Background: an optimization exercise with open tools, aiming at small area, a short achievable clock period and few clock cycles per item. Do not read the settings as production practice.
Function was checked by simulation only, so behaviour that the tests miss may differ from the original.
Power figures rest on the tool's default switching activity, not on a simulated workload.

Setup of amber:
// MODULE_STATIC_PROCESS
module MODULE_STATIC_PROCESS (
    input clk,
    input rst,
    input [3:0] state_info,
    input [11:0] read_from_aux,
    input [11:0] read_from_ram,
    output reg [11:0] write2aux,
    output reg [11:0] write2ram,
    output reg [9:0] write2aux_addr,
    output reg [9:0] read_from_aux_addr,
    output reg [18:0] write2ram_addr,
    output reg [18:0] read_from_ram_addr,
    output reg ena_write_ram,
    output done
);
localparam [2:0] S_IDLE = 3'd0, S_FILT = 3'd1, S_HCLR = 3'd2, S_HCNT = 3'd3,
                 S_TA   = 3'd4, S_TC   = 3'd5, S_TW   = 3'd6, S_DONE = 3'd7;
reg [2:0] state;
reg       done_r;
assign done = done_r;
reg [1:0] op;             
wire op_blur   = (op == 2'd2);
wire op_emboss = (op == 2'd3);
wire [18:0] t = read_from_ram_addr;
wire [9:0]  ra = read_from_aux_addr;
wire in_filt = (state == S_FILT);
wire in_hcnt = (state == S_HCNT);
reg [11:0] px;
wire [3:0] R = px[11:8], G = px[7:4], B = px[3:0];
wire [47:0]  hR_T, hB_T;
wire [63:0]  hG_T;
wire [111:0] rR_T, rG_T, rB_T;
genvar gi;
generate
  for (gi = 0; gi < 16; gi = gi + 1) begin : tabs
    assign hR_T[gi*3 +: 3] = (30 * gi) / 100;
    assign hG_T[gi*4 +: 4] = (59 * gi) / 100;
    assign hB_T[gi*3 +: 3] = (11 * gi) / 100;
    assign rR_T[gi*7 +: 7] = (30 * gi) % 100;
    assign rG_T[gi*7 +: 7] = (59 * gi) % 100;
    assign rB_T[gi*7 +: 7] = (11 * gi) % 100;
  end
endgenerate
wire [2:0] hR = hR_T[R*3 +: 3], hB = hB_T[B*3 +: 3];
wire [3:0] hG = hG_T[G*4 +: 4];
wire [6:0] rR = rR_T[R*7 +: 7], rG = rG_T[G*7 +: 7], rB = rB_T[B*7 +: 7];
wire [8:0] sr = rR + rG + rB;
wire c2 = (sr >= 9'd200), c1 = (sr >= 9'd100);
wire [6:0] m1 = c2 ? sr - 9'd200 : c1 ? sr - 9'd100 : sr;
wire [3:0] g1 = hR + hG + hB + {c2, c1 & ~c2};
reg [3:0] pg;             
reg [6:0] pm;             
reg [3:0] e2;
integer j;
always @* begin
  e2 = 4'd0;
  case (op)
    2'd0: for (j = 1; j < 9; j = j + 1) if (pm >= (100 * j + 8) / 9) e2 = j;
    2'd1: for (j = 1; j < 8; j = j + 1) if (pm >= (100 * j + 7) / 8) e2 = j;
    2'd2: for (j = 1; j < 4; j = j + 1) if (pm >= 25 * j) e2 = j;
  ...
==> flow/config.mk <==
export PLATFORM = sky130hd
export DESIGN_NAME = MODULE_STATIC_PROCESS
export DESIGN_NICKNAME = MODULE_STATIC_PROCESS
export VERILOG_FILES = /design/flow/design.v
export SDC_FILE = /design/flow/constraint.sdc
export NUM_CORES = 4
export LEC_CHECK = 0
export CAP_MARGIN = 20
export CORE_MARGIN = 2
export CORE_UTILIZATION = 40
export CTS_BUF_LIST = sky130_fd_sc_hd__clkbuf_8
export PLACE_DENSITY = 0.6
export SLEW_MARGIN = 20
==> flow/constraint.sdc <==
create_clock -name core_clock -period 29.0 [get_ports {clk}]
set_input_delay 5.8000 -clock core_clock [delete_from_list [all_inputs] [get_ports {clk}]]
set_output_delay 5.8000 -clock core_clock [all_outputs]
set_load 0.01 [all_outputs]
standard.sh (not shown) runs the stock make flow with config.mk's settings and CLKGATE_MAP_FILE= SYNTH_SCRIPT=/design/flow/synth_recipe.tcl, a recipe that flattens the netlist after the stock synthesis.
==> flow/flow/run.sh <==
#!/bin/bash
# Standard ORFS layout, with timing repair asked to leave extra setup slack
# at the design's 29 ns clock (the margin ORFS documents for finding a
# design's minimum period without editing the SDC), and port buffers of a
# stronger cell than the default pick.
set -euo pipefail
bash standard.sh SETUP_SLACK_MARGIN=22 "BUFFER_PORTS_ARGS=-buffer_cell sky130_fd_sc_hd__buf_2" finish > standard.log 2>&1
Testbench counts of amber, summed over its fixed seeds: cycles 5,410,350, frames 16.
Changes in yarrow relative to amber:
diff --git a/flow/config.mk b/flow/config.mk
--- a/flow/config.mk
+++ b/flow/config.mk
@@ -9,5 +9,4 @@
 export CORE_MARGIN = 2
 export CORE_UTILIZATION = 40
-export CTS_BUF_LIST = sky130_fd_sc_hd__clkbuf_8
 export PLACE_DENSITY = 0.6
 export SLEW_MARGIN = 20
Notes after the runs:
Diff amber -> yarrow: switching share of power lost 1.4 points, global-route usage level, final cell count moved down, worst setup margin has increased, maximum frequency now sits higher. Diff yarrow and amber: clock network area share higher in yarrow. Combinational power share: yarrow < amber.

---

## v30
Another version of the RTL of MODULE_STATIC_PROCESS (not shown whole).
Size in the first run: ~1400 cells after synthesis, roughly 170 flip-flops, ~12000 sq um of cells after synthesis.
// MODULE_STATIC_PROCESS
module MODULE_STATIC_PROCESS (
    input clk,
    input rst,
    input [3:0] state_info,
    input [11:0] read_from_aux,
    input [11:0] read_from_ram,
    output reg [11:0] write2aux,
    output reg [11:0] write2ram,
    output reg [9:0] write2aux_addr,
    output reg [9:0] read_from_aux_addr,
    output reg [18:0] write2ram_addr,
    output reg [18:0] read_from_ram_addr,
    output reg ena_write_ram,
    output done
);
==> flow/config.mk <==
export PLATFORM = sky130hd
export DESIGN_NAME = MODULE_STATIC_PROCESS
export DESIGN_NICKNAME = MODULE_STATIC_PROCESS
export VERILOG_FILES = /design/flow/design.v
export SDC_FILE = /design/flow/constraint.sdc
export NUM_CORES = 4
export LEC_CHECK = 0
export CAP_MARGIN = 20
export CORE_MARGIN = 2
export CORE_UTILIZATION = 55
export CTS_BUF_LIST = sky130_fd_sc_hd__clkbuf_8
export CTS_CLUSTER_DIAMETER = 150
export CTS_CLUSTER_SIZE = 40
export PLACE_DENSITY = 0.7
export SLEW_MARGIN = 20
==> flow/constraint.sdc <==
create_clock -name core_clock -period 29.0 [get_ports {clk}]
set_input_delay 5.8000 -clock core_clock [delete_from_list [all_inputs] [get_ports {clk}]]
set_output_delay 5.8000 -clock core_clock [all_outputs]
set_load 0.01 [all_outputs]
Scripts as last shown in full above: flow/flow/run.sh
Testbench counts of v30, summed over its fixed seeds: cycles 5,411,430, frames 16.
Edits applied to the flow inputs when going from v30 to v34:
Settings: CTS_CLUSTER_SIZE no longer set, was 40; CTS_CLUSTER_DIAMETER no longer set, was 150.
### Flow results
v30 → v34: first-pass iteration count of the detailed router now sits at about the same level, final weighted congestion in routability-driven placement now sits at about the same level, worst-skew pair later-pin latency now sits at about the same level, routed metal-1 wire length now sits at about the same level.

---

== run 1 ==
The RTL this note starts from:
==> flow/design.v <==
`timescale 1ns/1ps
module MODULE_STATIC_PROCESS (
    input clk,
    input rst,
    input [3:0] state_info,
    input [11:0] read_from_aux,
    input [11:0] read_from_ram,
    output reg [11:0] write2aux,
    output reg [11:0] write2ram,
    output reg [9:0] write2aux_addr,
    output reg [9:0] read_from_aux_addr,
    output reg [18:0] write2ram_addr,
    output reg [18:0] read_from_ram_addr,
    output reg ena_write_ram,
    output done
);
localparam [2:0] S_IDLE = 3'd0, S_FILT = 3'd1, S_HCLR = 3'd2, S_HCNT = 3'd3,
                 S_TA   = 3'd4, S_TC   = 3'd5, S_TW   = 3'd6, S_DONE = 3'd7;
reg [2:0] state;
reg       done_r;
assign done = done_r;
reg [3:0] st;             
reg [1:0] op;             
wire op_blur   = (op == 2'd2);
wire op_emboss = (op == 2'd3);
wire [18:0] t = read_from_ram_addr;
wire [9:0]  ra = read_from_aux_addr;
wire in_filt = (state == S_FILT);
wire in_hcnt = (state == S_HCNT);
reg [11:0] px;
wire [3:0] R = px[11:8], G = px[7:4], B = px[3:0];
wire [47:0]  hR_T, hB_T;
wire [63:0]  hG_T;
wire [111:0] rR_T, rG_T, rB_T;
genvar gi;
generate
  for (gi = 0; gi < 16; gi = gi + 1) begin : tabs
    assign hR_T[gi*3 +: 3] = (30 * gi) / 100;
    assign hG_T[gi*4 +: 4] = (59 * gi) / 100;
    assign hB_T[gi*3 +: 3] = (11 * gi) / 100;
    assign rR_T[gi*7 +: 7] = (30 * gi) % 100;
    assign rG_T[gi*7 +: 7] = (59 * gi) % 100;
    assign rB_T[gi*7 +: 7] = (11 * gi) % 100;
  end
endgenerate
wire [2:0] hR = hR_T[R*3 +: 3], hB = hB_T[B*3 +: 3];
wire [3:0] hG = hG_T[G*4 +: 4];
wire [6:0] rR = rR_T[R*7 +: 7], rG = rG_T[G*7 +: 7], rB = rB_T[B*7 +: 7];
wire [8:0] sr = rR + rG + rB;
wire c2 = (sr >= 9'd200), c1 = (sr >= 9'd100);
wire [6:0] m1 = c2 ? sr - 9'd200 : c1 ? sr - 9'd100 : sr;
wire [3:0] g1 = hR + hG + hB + {c2, c1 & ~c2};
reg [3:0] pg;             
reg [6:0] pm;             
reg [3:0] e2;
integer j;
always @* begin
  e2 = 4'd0;
  case (op)
    2'd0: for (j = 1; j < 9; j = j + 1) if (pm >= (100 * j + 8) / 9) e2 = j;
    2'd1: for (j = 1; j < 8; j = j + 1) if (pm >= (100 * j + 7) / 8) e2 = j;
    2'd2: for (j = 1; j < 4; j = j + 1) if (pm >= 25 * j) e2 = j;
    default: e2 = 4'd0;
  endcase
end
reg [11:0] ea;
reg [3:0]  eg, ee;
reg        ez, ew, et;    
reg        row1;
wire [3:0] nTg = ea[11:8], nMg = ea[7:4], nBg = eg;
wire       nTh = ea[3],    nMh = ea[1],   nBh = ee[1];
wire [3:0] nMe = op_blur ? {2'b00, ea[1:0]} : ea[3:0];
wire [4:0] sT = op_blur ? {nTg, nTh} : {1'b0, nTg};
wire [4:0] sM = op_blur ? {nMg, nMh} : {1'b0, nMg};
wire [4:0] sB = op_blur ? {nBg, nBh} : {1'b0, nBg};
wire [3:0] dT = et ? 4'd0 : nTg;
wire [6:0] pN = dT + sM + nBg;                            
wire [6:0] plN = ew ? 7'd0 : op_emboss ? {3'd0, dT} : pN;
wire [6:0] prN = ez ? 7'd0 : op_emboss ? {3'd0, nBg} : pN;
wire [6:0] udN = (et ? 5'd0 : sT) + sB;
reg  [7:0] vN;
always @* begin
  case (op)
    2'd0: vN = nMg * 4'd9 + nMe;
    2'd1: vN = {1'b0, nMg, nMe[2:0]};
    default: vN = {2'b00, nMg, nMe[1:0]};
  endcase
end
wire subL = ~op[1];               
wire subR = ~op_blur;
wire [8:0] wN = op_emboss ? 9'd8 : vN + ({2'b00, udN} ^ {9{subL}}) + {subL, subL};
wire [8:0] lN = {2'b00, plN} ^ {9{subL}};
wire [8:0] rN = {2'b00, prN} ^ {9{subR}};
reg [8:0] w1;
reg [8:0] pl1, pl0;
wire [8:0] tot = w1 + pl0 + rN;
wire [3:0] res = op_blur ? tot[7:4] : (tot[8] ? 4'd0 : tot[3:0]);
reg        cp;            
reg [3:0]  cpb;           
reg        hb1;           
reg [3:0]  hbb;           
reg        hv1, hv2;
wire [11:0] hbase = ({1'b0, ra[4:0]} == write2aux_addr[5:0]) ? write2aux : read_from_aux;
wire [12:0] hnew = hbase + 13'd1;
wire        hcarry = hv2 & ~ra[4] & hnew[12];
wire        hold = in_hcnt & cp;
wire        hclr_last = (state == S_HCLR) && (write2aux_addr[4:0] == 5'd31);
wire [3:0]  bin = ra[3:0];
wire        tw_jump = (state == S_TW) && (t[17:12] == 6'd0) && !firstrow;
wire [18:0] wa_next = write2ram_addr + (tw_jump ? -19'd679 : 19'd1);
wire [11:0] dcnt = t[11:0];
wire [5:0]  col = t[17:12];
reg         rowok, firstrow, tc1;
wire [11:0] dnext = (tc1 ? {1'b0, ea[3:0], dcnt[6:0]} : dcnt) - 12'd5;
wire [191:0] colour_T = {12'hFCC, 12'hFEE, 12'h9F9, 12'hEEF, 12'h8CF, 12'hFEB,
                         12'hBFF, 12'hFDB, 12'h9FF, 12'hFED, 12'hCFC, 12'hFFE,
                         12'h0F0, 12'hFFF, 12'hFF0, 12'hFFD};
wire [11:0] colour = colour_T[bin*12 +: 12];
localparam [18:0] T_WON  = 19'd644;       
localparam [18:0] T_WOFF = 19'd307202;    
localparam [18:0] T_HEND = 19'd307206;    
always @(posedge clk) begin
  px <= read_from_ram;
  ea <= read_from_aux;
  pg <= g1;
  pm <= m1;
  eg <= pg;
  ee <= e2;
  ez <= (ra == 10'd0);
  ew <= (ra == 10'd639);
  et <= row1;
  w1 <= wN;
  pl1 <= lN;
  pl0 <= pl1;
  hv2 <= hv1;
  hb1 <= hold;
  hbb <= cpb;
  cpb <= ra[3:0];
  cp <= in_hcnt & hcarry;
  hv1 <= hold | (in_hcnt & (t <= 19'd307198)) | hclr_last;
  case (state)
    S_FILT: write2ram <= {res, res, res};
    S_TW:   write2ram <= colour;
    default: write2ram <= 12'd0;
  endcase
  case (state)
    S_FILT: begin
      write2aux_addr <= ra;
      write2aux <= {read_from_aux[7:4], pg, op_blur ? {read_from_aux[1], 1'b0, e2[1:0]} : e2};
    end
    S_HCLR: begin
      if (write2aux_addr[4:0] != 5'd31) write2aux_addr <= write2aux_addr + 10'd1;
      write2aux <= 12'd0;
    end
    S_IDLE: begin
      write2aux_addr <= 10'd0;
      write2aux <= 12'd0;
    end
    default: begin
      write2aux_addr <= (in_hcnt & hv2) ? {5'd0, ra[4:0]} : 10'd32;
      write2aux <= hnew[11:0];
    end
  endcase
  case (state)
    S_IDLE: begin
      read_from_aux_addr <= 10'd0;
      write2ram_addr <= 19'd0;
      row1 <= 1'b0;
      read_from_ram_addr <= (st[3] && !st[2]) ? 19'd1 : 19'd0;
      if (st[3]) op <= st[1:0];
    end
    S_FILT: begin
      read_from_ram_addr <= t + 19'd1;
      if (t[18:1] != 18'd0)
        read_from_aux_addr <= (ra == 10'd639) ? 10'd0 : ra + 10'd1;
      if (t == 19'd641) row1 <= 1'b1;
      if (t == 19'd1281) row1 <= 1'b0;
      if (ena_write_ram) write2ram_addr <= wa_next;
    end
    S_HCLR: begin
      read_from_ram_addr <= 19'd0;
      read_from_aux_addr <= {6'd0, g1};
    end
    S_HCNT: begin
      if (!cp) read_from_ram_addr <= t + 19'd1;
      write2ram_addr <= t;
      read_from_aux_addr <= (t == T_HEND) ? 10'd0 : {5'd0, hb1, hb1 ? hbb : g1};
    end
    S_TA: begin
      read_from_aux_addr <= {5'd0, 1'b1, bin};
      tc1 <= 1'b1;
      firstrow <= 1'b1;
      read_from_ram_addr[17:12] <= 6'd0;
      write2ram_addr <= 19'd306559 + {bin, 5'd0} + {bin, 3'd0};
    end
    S_TC: begin
      if (read_from_aux_addr[4]) begin
        read_from_ram_addr[11:0] <= {5'd0, ea[11:5]};
        read_from_aux_addr <= {6'd0, bin};
      end else begin
        read_from_ram_addr[11:0] <= dnext;
        tc1 <= 1'b0;
        rowok <= ~dnext[11];
      end
    end
    S_TW: begin
      if (rowok) begin
        write2ram_addr <= wa_next;
        if (col == 6'd39) begin
          read_from_ram_addr[17:12] <= 6'd0;
          firstrow <= 1'b0;
          read_from_ram_addr[11:0] <= dnext;
          rowok <= ~dnext[11];
        end else begin
          read_from_ram_addr[17:12] <= col + 6'd1;
        end
      end else begin
        read_from_aux_addr <= ra + 10'd1;
      end
    end
    S_DONE: read_from_ram_addr <= 19'd0;
    default: ;
  endcase
end
always @(posedge clk) begin
  if (!rst) begin
    st <= 4'd0;
    state <= S_IDLE;
    done_r <= 1'b0;
    ena_write_ram <= 1'b0;
  end else begin
    st <= state_info;
    case (state)
      S_IDLE:
        if (st[3] && !st[2]) state <= S_FILT;
        else if (st == 4'd12) state <= S_HCLR;
      S_FILT: begin
        if (t == T_WON) ena_write_ram <= 1'b1;
        if (t == T_WOFF) begin
          ena_write_ram <= 1'b0;
          done_r <= 1'b1;
          state <= S_DONE;
        end
      end
      S_HCLR:
        if (write2aux_addr[4:0] == 5'd31) state <= S_HCNT;
      S_HCNT: begin
        ena_write_ram <= (t < 19'd307200);
        if (t == T_HEND) state <= S_TA;
      end
      S_TA: state <= S_TC;
      S_TC: if (!tc1) state <= S_TW;
      S_TW: begin
        ena_write_ram <= rowok;
        if (!rowok) begin
          if (bin == 4'd15) begin
            done_r <= 1'b1;
            state <= S_DONE;
          end else begin
            state <= S_TA;
          end
        end
      end
      S_DONE:
        if (!st[3]) begin
          done_r <= 1'b0;
          state <= S_IDLE;
        end
      default: ;
    endcase
  end
end
endmodule
export LEC_CHECK = 0
export CAP_MARGIN = 20
export CORE_MARGIN = 2
export CORE_UTILIZATION = 65
export PLACE_DENSITY = 0.75
export SLEW_MARGIN = 20
create_clock -name core_clock -period 29.0 [get_ports {clk}]
Scripts as last shown in full above: flow/flow/run.sh
Run 1 has completed all stages; timing, DRC and antenna checks passed.
Testbench counts of run 1, summed over its fixed seeds: cycles 5,410,382, frames 16.
--- input diff run 1..run 2 ---
Settings: changing CORE_UTILIZATION from 65 to 40; changing PLACE_DENSITY from 0.75 to 0.6.
-- flow/flow/run.sh --
<<< run 1, line 5
# stronger cell than the default pick.
set -euo pipefail
bash standard.sh SETUP_SLACK_MARGIN=22 "BUFFER_PORTS_ARGS=-buffer_cell sky130_fd_sc_hd__buf_2" finish > standard.log 2>&1
>>> run 2, line 5
# stronger cell than the default pick.
set -euo pipefail
bash standard.sh SETUP_SLACK_MARGIN=22 "BUFFER_PORTS_ARGS=-buffer_cell sky130_fd_sc_hd__buf_4" finish > standard.log 2>&1
[summary]
Run 2 against run 1: leakage dissipation higher, total global routing overflow about even, cell row count went up.
On worst hold path depth, run 2 and run 1 are neck and neck.
Run 2 vs run 1 on diode insertion count for antenna repair: run 2 is the higher one.
Compared run 2 against run 1; maximum frequency within noise.
Diff run 1 -> run 2 | filler-free cell count of the finished design | increase of 138
Run 2 reports a higher area added between synthesis and finish than run 1 does.
Input changes introduced in run 3 (baseline for comparison: run 2):
Settings: changing PLACE_DENSITY from 0.6 to 0.75; changing CORE_UTILIZATION from 40 to 65; setting CTS_BUF_LIST to sky130_fd_sc_hd__clkbuf_4 sky130_fd_sc_hd__clkbuf_8 for the first time.
-- flow/flow/run.sh --
<<< run 2, line 5
# stronger cell than the default pick.
set -euo pipefail
bash standard.sh SETUP_SLACK_MARGIN=22 "BUFFER_PORTS_ARGS=-buffer_cell sky130_fd_sc_hd__buf_4" finish > standard.log 2>&1
>>> run 3, line 5
# stronger cell than the default pick.
set -euo pipefail
bash standard.sh SETUP_SLACK_MARGIN=22 "BUFFER_PORTS_ARGS=-buffer_cell sky130_fd_sc_hd__buf_2" finish > standard.log 2>&1
Findings:
Diff run 3 and run 2: sequential cell area share lower in run 2. The part of the power in registers reported for run 3 is greater than that of run 2 by 0.5 points. The core of run 3 is more densely filled than that of run 2. Run 3 vs run 2 — final instance area dropped by a few percent. Critical path depth in cells, run 3 and run 2, lower one = run 2. Final worst-path cycle share: run 2 vs run 3, no meaningful difference.
#### Input delta (run 4 over run 3)
Settings: CTS_BUF_LIST: sky130_fd_sc_hd__clkbuf_4 sky130_fd_sc_hd__clkbuf_8 -> unset; PLACE_DENSITY: 0.75 -> 0.6; CORE_UTILIZATION: 65 -> 40.
Results
- Run 4 finished all stages; the layout is clean.
- Run 4 has cell count above what run 3 had.
- In the route summary, run 4 ends up with a via count below that of run 3.
- Diff run 3 -> run 4: maximum fanout along the worst path shows an increase of 4, headroom to the max-slew limit went down by 6.8 points.
- Net switching fraction of the power (lower): run 4
- Summary: total chip power, run 4 worse than run 3
- Comparing run 3 and run 4, the higher met3 layer wire length in the routed design was measured on run 3.
- Between run 3 and run 4, the fmax figures differ only marginally.
- Comparing run 3 and run 4, the higher design area was measured on run 4.
- [run 4] power share of the clock group rose 2.7 points relative to run 3
- Taking run 3 as the reference point, the number of rows in the core area of run 4 rises by 27%.

what the ideal ports hide:
No port has a modelled driver above. Below, the same layouts with a new extraction and two added sets of constraints.
Step 1 (the two cells are an assumption about what drives the block):
set clk [get_ports {clk}]
set_driving_cell -lib_cell sky130_fd_sc_hd__clkbuf_16 $clk
set_driving_cell -lib_cell sky130_fd_sc_hd__buf_2 [delete_from_list [all_inputs] $clk]
Step 2 also shifts input and output timing later by t, the mid clock arrival at the registers, as if the neighbouring blocks saw the same clock.
Three values: ideal ports, drivers, drivers and shift; two values: the first two.
run	shift t [ns]	setup WS [ns]	worst register clock-pin slew, ns
amber	0.516	21.983 / 21.939 / 21.682	0.10 / 0.10
yarrow	0.481	22.032 / 21.983 / 21.708	0.07 / 0.07
v30	0.511	22.028 / 21.986 / 21.784	0.11 / 0.11
v34	0.511	22.028 / 21.986 / 21.784	0.11 / 0.11
run 1	0.477	22.016 / 21.969 / 21.714	0.08 / 0.08
run 2	0.492	22.029 / 21.979 / 21.692	0.08 / 0.08
run 3	0.527	22.008 / 21.964 / 21.698	0.11 / 0.11
run 4	0.500	22.023 / 21.970 / 21.732	0.08 / 0.08
After both steps every run listed still meets setup and hold. The setup slack of run 2, which loses most, moves by -0.050 ns with the drivers and by -0.337 ns with both steps.
